Context: an optimization exercise on an open-source flow, tuned for small area and a short achievable clock period. The choices shown serve that exercise and are no tape-out recipe.
Function was checked by simulation only, so behaviour that the tests miss may differ from the original.
Power and IR drop assume default switching activity.

Design STDPmodel_4PWL, start of the top module:
module STDPmodel_4PWL
(reset, clk, A_pre, A_post, start_replay_phase, W_previous, W_new);
==> flow/config.mk <==
export PLATFORM = sky130hd
export DESIGN_NAME = STDPmodel_4PWL
export DESIGN_NICKNAME = STDPmodel_4PWL
export VERILOG_FILES = /design/flow/design.v
export SDC_FILE = /design/flow/constraint.sdc
export NUM_CORES = 4
export LEC_CHECK = 0
export CAP_MARGIN = 20
export CORE_MARGIN = 2
export CORE_UTILIZATION = 40
export CTS_BUF_LIST = sky130_fd_sc_hd__clkbuf_8
export CTS_CLUSTER_SIZE = 30
export SETUP_SLACK_MARGIN = 4.4
export SLEW_MARGIN = 20
==> flow/constraint.sdc <==
create_clock -name core_clock -period 7.5 [get_ports {clk}]
set_input_delay 1.5000 -clock core_clock [delete_from_list [all_inputs] [get_ports {clk}]]
set_output_delay 1.5000 -clock core_clock [all_outputs]
set_load 0.01 [all_outputs]
run.sh (not shown) runs the stock make flow with config.mk's settings and CLKGATE_MAP_FILE= SYNTH_SCRIPT=/design/flow/synth_recipe.tcl, a recipe that flattens the netlist after the stock synthesis.
Edit:
==> flow/flow/run.sh (new file) <==
#!/bin/bash
# The standard layout (the standard.sh, standard synthesis included),
# with two changes that only save cells: the port buffers are buf_2 cells
# rather than the resizer's default pick (every port still gets its
# buffer), and clock tree synthesis adds no dummy load cells.
set -euo pipefail
export BUFFER_PORTS_ARGS="-buffer_cell sky130_fd_sc_hd__buf_2"
export CTS_ARGS="-sink_clustering_enable -repair_clock_nets -sink_clustering_size 30 -buf_list sky130_fd_sc_hd__clkbuf_8 -dont_use_dummy_load"
bash standard.sh > standard.log 2>&1
==> flow/standard.sh (new file) <==
#!/bin/bash
# synth_recipe.tcl (not shown) runs the flow's synth.tcl, then flattens the netlist and writes it again
# the make line also repeats each setting of config.mk as NAME=value (left out here)
make -C /OpenROAD-flow-scripts/flow DESIGN_CONFIG=/design/flow/config.mk WORK_HOME=/design/flow/orfs CLKGATE_MAP_FILE= SYNTH_SCRIPT=/design/flow/synth_recipe.tcl "${@:-finish}"
SETUP_SLACK_MARGIN = 4.2   (was 4.4)
removed: flow/run.sh
What happened: Worst setup slack is worse by 0.17 ns; clock skew falls by 0.0099 ns; critical path depth falls by 2; total power falls by about 9%; synthesized cell count stays the same; worst hold slack is worse by 0.020 ns; sequential share of layout area rises by 2.4 points; global-route usage falls by 1.7 points; via count falls by about 3%.
Edit:
--- a/flow/flow/run.sh
+++ b/flow/flow/run.sh
@@ -6,4 +6,4 @@
 set -euo pipefail
-export BUFFER_PORTS_ARGS="-buffer_cell sky130_fd_sc_hd__buf_2"
-export CTS_ARGS="-sink_clustering_enable -repair_clock_nets -sink_clustering_size 30 -buf_list sky130_fd_sc_hd__clkbuf_8 -dont_use_dummy_load"
+export BUFFER_PORTS_ARGS="-buffer_cell sky130_fd_sc_hd__buf_1"
+export CTS_ARGS='-sink_clustering_enable -repair_clock_nets -sink_clustering_size 30 -buf_list {sky130_fd_sc_hd__clkbuf_4 sky130_fd_sc_hd__clkbuf_8} -dont_use_dummy_load'
 bash standard.sh > standard.log 2>&1
SETUP_SLACK_MARGIN = 4.3   (was 4.2)
Outcome: Setup slack improves by 0.12 ns; combinational power rises by a few percent; power rises slightly.
Edit:
==> flow/run.sh (new file) <==
#!/bin/bash
# synth_recipe.tcl (not shown) runs the flow's synth.tcl, then flattens the netlist and writes it again
# the make line also repeats each setting of config.mk as NAME=value (left out here)
make -C /OpenROAD-flow-scripts/flow DESIGN_CONFIG=/design/flow/config.mk WORK_HOME=/design/flow/orfs CLKGATE_MAP_FILE= SYNTH_SCRIPT=/design/flow/synth_recipe.tcl finish
CORE_UTILIZATION = 50   (was 40)
SETUP_SLACK_MARGIN = 4.2   (was 4.3)
removed: flow/flow/run.sh
removed: flow/standard.sh
Final cell count falls by 2.6%.
Hold slack gets worse by 0.027 ns.
Synthesized cell count does not change.
Sequential share of layout area falls by 0.77 points.
Register-to-register slack gets worse by 0.12 ns.
Worst setup slack gets worse by 0.12 ns.
Sequential cell count is unchanged.
Clock-buffer cell count rises by 7.
Power rises by 4.7%.
Edit:
CORE_UTILIZATION = 40   (was 50)
PLACE_DENSITY = 0.7   (was default)
Result: Area after synthesis is unchanged. Worst hold slack gains 0.0051 ns. Die area came out higher by a quarter to a third. Final area hardly moves. Synthesized cell count stays the same. Power came out lower by a few percent. Routed wire length came out lower by a little under a tenth. First-iteration DRC count came out higher by a few percent. Final cell count came out higher by a few percent. Global-route usage came out lower by 6.7 points.
Edit:
PLACE_DENSITY = default   (was 0.7)
Effect: Utilization climbs by 0.26 points; register-to-register slack got worse by 0.04 ns; worst setup slack got worse by 0.036 ns; sequential share of layout area drops by 0.15 points; wire length climbs by a few percent; flip-flop and latch count does not change; synthesized cell count does not change; power climbs slightly; die area does not change; global-route usage climbs by 0.80 points; design area climbs slightly.

build 43:
STDPmodel_4PWL again, from the RTL that the note above started with.
clock: 7.5 ns
lec_check: 0
cap_margin: 20
core_margin: 2
core_utilization: 40
cts_buf_list: sky130_fd_sc_hd__clkbuf_8
cts_cluster_size: 30
setup_slack_margin: 4.3
slew_margin: 20
standard.sh (not shown) runs the stock make flow with config.mk's settings and CLKGATE_MAP_FILE= SYNTH_SCRIPT=/design/flow/synth_recipe.tcl, a recipe that flattens the netlist after the stock synthesis.
==> flow/flow/run.sh <==
#!/bin/bash
# The standard layout (the standard.sh, standard synthesis included),
# with two changes that only save cells: the port buffers are buf_2 cells
# rather than the resizer's default pick (every port still gets its
# buffer), and clock tree synthesis adds no dummy load cells.
set -euo pipefail
export BUFFER_PORTS_ARGS="-buffer_cell sky130_fd_sc_hd__buf_2"
export CTS_ARGS='-sink_clustering_enable -repair_clock_nets -sink_clustering_size 30 -buf_list {sky130_fd_sc_hd__clkbuf_4 sky130_fd_sc_hd__clkbuf_8} -dont_use_dummy_load'
bash standard.sh > standard.log 2>&1
Build 43: full flow OK, the timing, design-rule and antenna checks passed
Changes in build 97 relative to build 43:
- SETUP_SLACK_MARGIN changed from 4.3 to 4
- CTS_CLUSTER_SIZE removed (was 30)
- CTS_BUF_LIST removed (was sky130_fd_sc_hd__clkbuf_8)
==> flow/run.sh (new file) <==
#!/bin/bash
# synth_recipe.tcl (not shown) runs the flow's synth.tcl, then flattens the netlist and writes it again
# the make line also repeats each setting of config.mk as NAME=value (left out here)
make -C /OpenROAD-flow-scripts/flow DESIGN_CONFIG=/design/flow/config.mk WORK_HOME=/design/flow/orfs CLKGATE_MAP_FILE= SYNTH_SCRIPT=/design/flow/synth_recipe.tcl finish
removed: flow/flow/run.sh
removed: flow/standard.sh
==> comparison <==
- Number of setup buffers added after CTS: build 97 vs build 43 down 44
- Build 97 vs build 43, placer's final routability congestion estimate went down by about 4%.
- Of build 97 and build 43, the run reporting the higher fraction of power consumed by the clock network was build 97.
- Compared to build 43, the routing of build 97 uses less wire.
- Per the comparison of build 97 with build 43, worst hold slack fell by 0.018 ns; post-route cell area higher; total power went up by about 1%.
Edits applied to the flow inputs when going from build 97 to build 32:
- putting CTS_BUF_LIST at sky130_fd_sc_hd__clkbuf_8 where nothing was set
- putting CTS_CLUSTER_SIZE at 30 where nothing was set
- swapping 4 for 4.2 in SETUP_SLACK_MARGIN
==> flow/flow/run.sh (new file) <==
#!/bin/bash
# The standard layout (the standard.sh, standard synthesis included),
# with two changes that only save cells: the port buffers are buf_1 cells
# rather than the resizer's default pick (every port still gets its
# buffer), and clock tree synthesis adds no dummy load cells.
set -euo pipefail
export BUFFER_PORTS_ARGS="-buffer_cell sky130_fd_sc_hd__buf_1"
export CTS_ARGS="-sink_clustering_enable -repair_clock_nets -sink_clustering_size 30 -buf_list sky130_fd_sc_hd__clkbuf_8 -dont_use_dummy_load"
bash standard.sh > standard.log 2>&1
==> flow/standard.sh (new file) <==
#!/bin/bash
# synth_recipe.tcl (not shown) runs the flow's synth.tcl, then flattens the netlist and writes it again
# the make line also repeats each setting of config.mk as NAME=value (left out here)
make -C /OpenROAD-flow-scripts/flow DESIGN_CONFIG=/design/flow/config.mk WORK_HOME=/design/flow/orfs CLKGATE_MAP_FILE= SYNTH_SCRIPT=/design/flow/synth_recipe.tcl "${@:-finish}"
removed: flow/run.sh
==> run summary <==
Summary: with build 97 as the reference, layout clock buffer count in build 32 moved down by a few percent.
When the final numbers for build 97 and build 32 were put side by side, the flip-flop and latch share of the layout cell area turned out to be greater in build 32.
| hold slack | build 97 vs build 32 | ≈ equal |
Of build 97 and build 32, build 97 shows the higher final design area excluding fillers, with build 32 below it.
In build 32, the utilization came out 0.93 points below the value in build 97.
The cell with the largest stage delay on the worst path comes out sky130_fd_sc_hd__fa_1 in one run and sky130_fd_sc_hd__clkdlybuf4s50_1 in the other, namely in build 32 and build 97 respectively.

Another version of the RTL of STDPmodel_4PWL (not shown whole).
Size: about 69 I/O pins.
clock: 7.5 ns
lec_check: 0
cap_margin: 20
core_margin: 2
core_utilization: 40
cts_buf_list: sky130_fd_sc_hd__clkbuf_4 sky130_fd_sc_hd__clkbuf_8
setup_slack_margin: 4
slew_margin: 20
run.sh (not shown) runs the stock make flow with config.mk's settings and CLKGATE_MAP_FILE= SYNTH_SCRIPT=/design/flow/synth_recipe.tcl, a recipe that flattens the netlist after the stock synthesis.
Stock flow here: none of the scripts above is used.
Rerun with:
Settings changed: CTS_BUF_LIST sky130_fd_sc_hd__clkbuf_4 sky130_fd_sc_hd__clkbuf_8 to sky130_fd_sc_hd__clkbuf_8, CTS_CLUSTER_SIZE from default to 30.
The new run completed without violations; global-route usage stays flat; synthesized area stays the same; cell area falls by 0.40%; wire length stays flat; maximum frequency hardly moves; worst setup slack is about the same; final cell count hardly moves; sequential power barely changes; total power falls by 0.98%; clock skew stays flat.
Rerun with:
==> flow/flow/run.sh (new file) <==
#!/bin/bash
# The standard layout (the standard.sh, standard synthesis included),
# except that the port buffers are buf_2 cells rather than the resizer's
# default pick.  Every port still gets its buffer.
set -euo pipefail
export BUFFER_PORTS_ARGS="-buffer_cell sky130_fd_sc_hd__buf_2"
bash standard.sh > standard.log 2>&1
==> flow/standard.sh (new file) <==
#!/bin/bash
# synth_recipe.tcl (not shown) runs the flow's synth.tcl, then flattens the netlist and writes it again
# the make line also repeats each setting of config.mk as NAME=value (left out here)
make -C /OpenROAD-flow-scripts/flow DESIGN_CONFIG=/design/flow/config.mk WORK_HOME=/design/flow/orfs CLKGATE_MAP_FILE= SYNTH_SCRIPT=/design/flow/synth_recipe.tcl "${@:-finish}"
removed: flow/run.sh
Area after synthesis is unchanged; design area drops by 0.86%; worst setup slack is better by 12 ps; routed wire length climbs by 2.3%; sequential cell count does not change; fmax climbs by 0.34%; combinational power climbs by about 2%; sequential power stays flat; critical path depth drops by 1; total power climbs by 2.1%.
Rerun with:
==> flow/run.sh (new file) <==
#!/bin/bash
# synth_recipe.tcl (not shown) runs the flow's synth.tcl, then flattens the netlist and writes it again
# the make line also repeats each setting of config.mk as NAME=value (left out here)
make -C /OpenROAD-flow-scripts/flow DESIGN_CONFIG=/design/flow/config.mk WORK_HOME=/design/flow/orfs CLKGATE_MAP_FILE= SYNTH_SCRIPT=/design/flow/synth_recipe.tcl finish
Settings changed: CTS_BUF_LIST sky130_fd_sc_hd__clkbuf_8 to default, CTS_CLUSTER_SIZE 30 to default, SETUP_SLACK_MARGIN 4 to 4.4.
removed: flow/flow/run.sh
removed: flow/standard.sh
- cell area is higher by roughly a tenth
- via count is higher by a few percent
- total power is higher by roughly a tenth

-- afterwards: timing with drivers on the ports --
The results above use ideal ports. As a check the final layouts listed here were re-extracted and re-timed, cells and wires unchanged. Step 1: set_driving_cell puts a clkbuf_16 on clk and a buf_2 on each other input, an assumption about the parent block. Step 2 times the ports against the registers' clock, not the clock port: input delays grow and output delays shrink by t, the midpoint of the rising clock arrivals with the driver on. Three values: ideal, step 1, step 2; two values: the first two.
run	shift t [ns]	setup slack, ns	worst slew at a driven data input, ns
the first run of note 1	0.668	4.373 / 4.373 / 3.836	0.05
the second run of note 1	0.595	4.200 / 4.200 / 3.760	0.05
the third run of note 1	0.609	4.321 / 4.321 / 3.879	0.05
the fourth run of note 1	0.662	4.205 / 4.205 / 3.693	0.04
the fifth run of note 1	0.625	4.264 / 4.273 / 3.648	0.06
the sixth run of note 1	0.645	4.227 / 4.227 / 3.672	0.05
build 43	0.599	4.341 / 4.341 / 3.895	0.05
build 97	0.603	4.037 / 4.059 / 3.455	0.05
build 32	0.594	4.252 / 4.252 / 3.840	0.04
the first run of note 3	0.607	3.992 / 3.992 / 3.524	0.07
the second run of note 3	0.605	3.992 / 3.992 / 3.526	0.07
the third run of note 3	0.621	4.004 / 4.004 / 3.471	0.04
the fourth run of note 3	0.601	3.959 / 3.959 / 3.607	0.05
After both steps setup and hold are still met in every run listed. The setup slack of the fifth run of note 1, which loses most, moves by +0.009 ns with the drivers and by -0.616 ns with both steps.
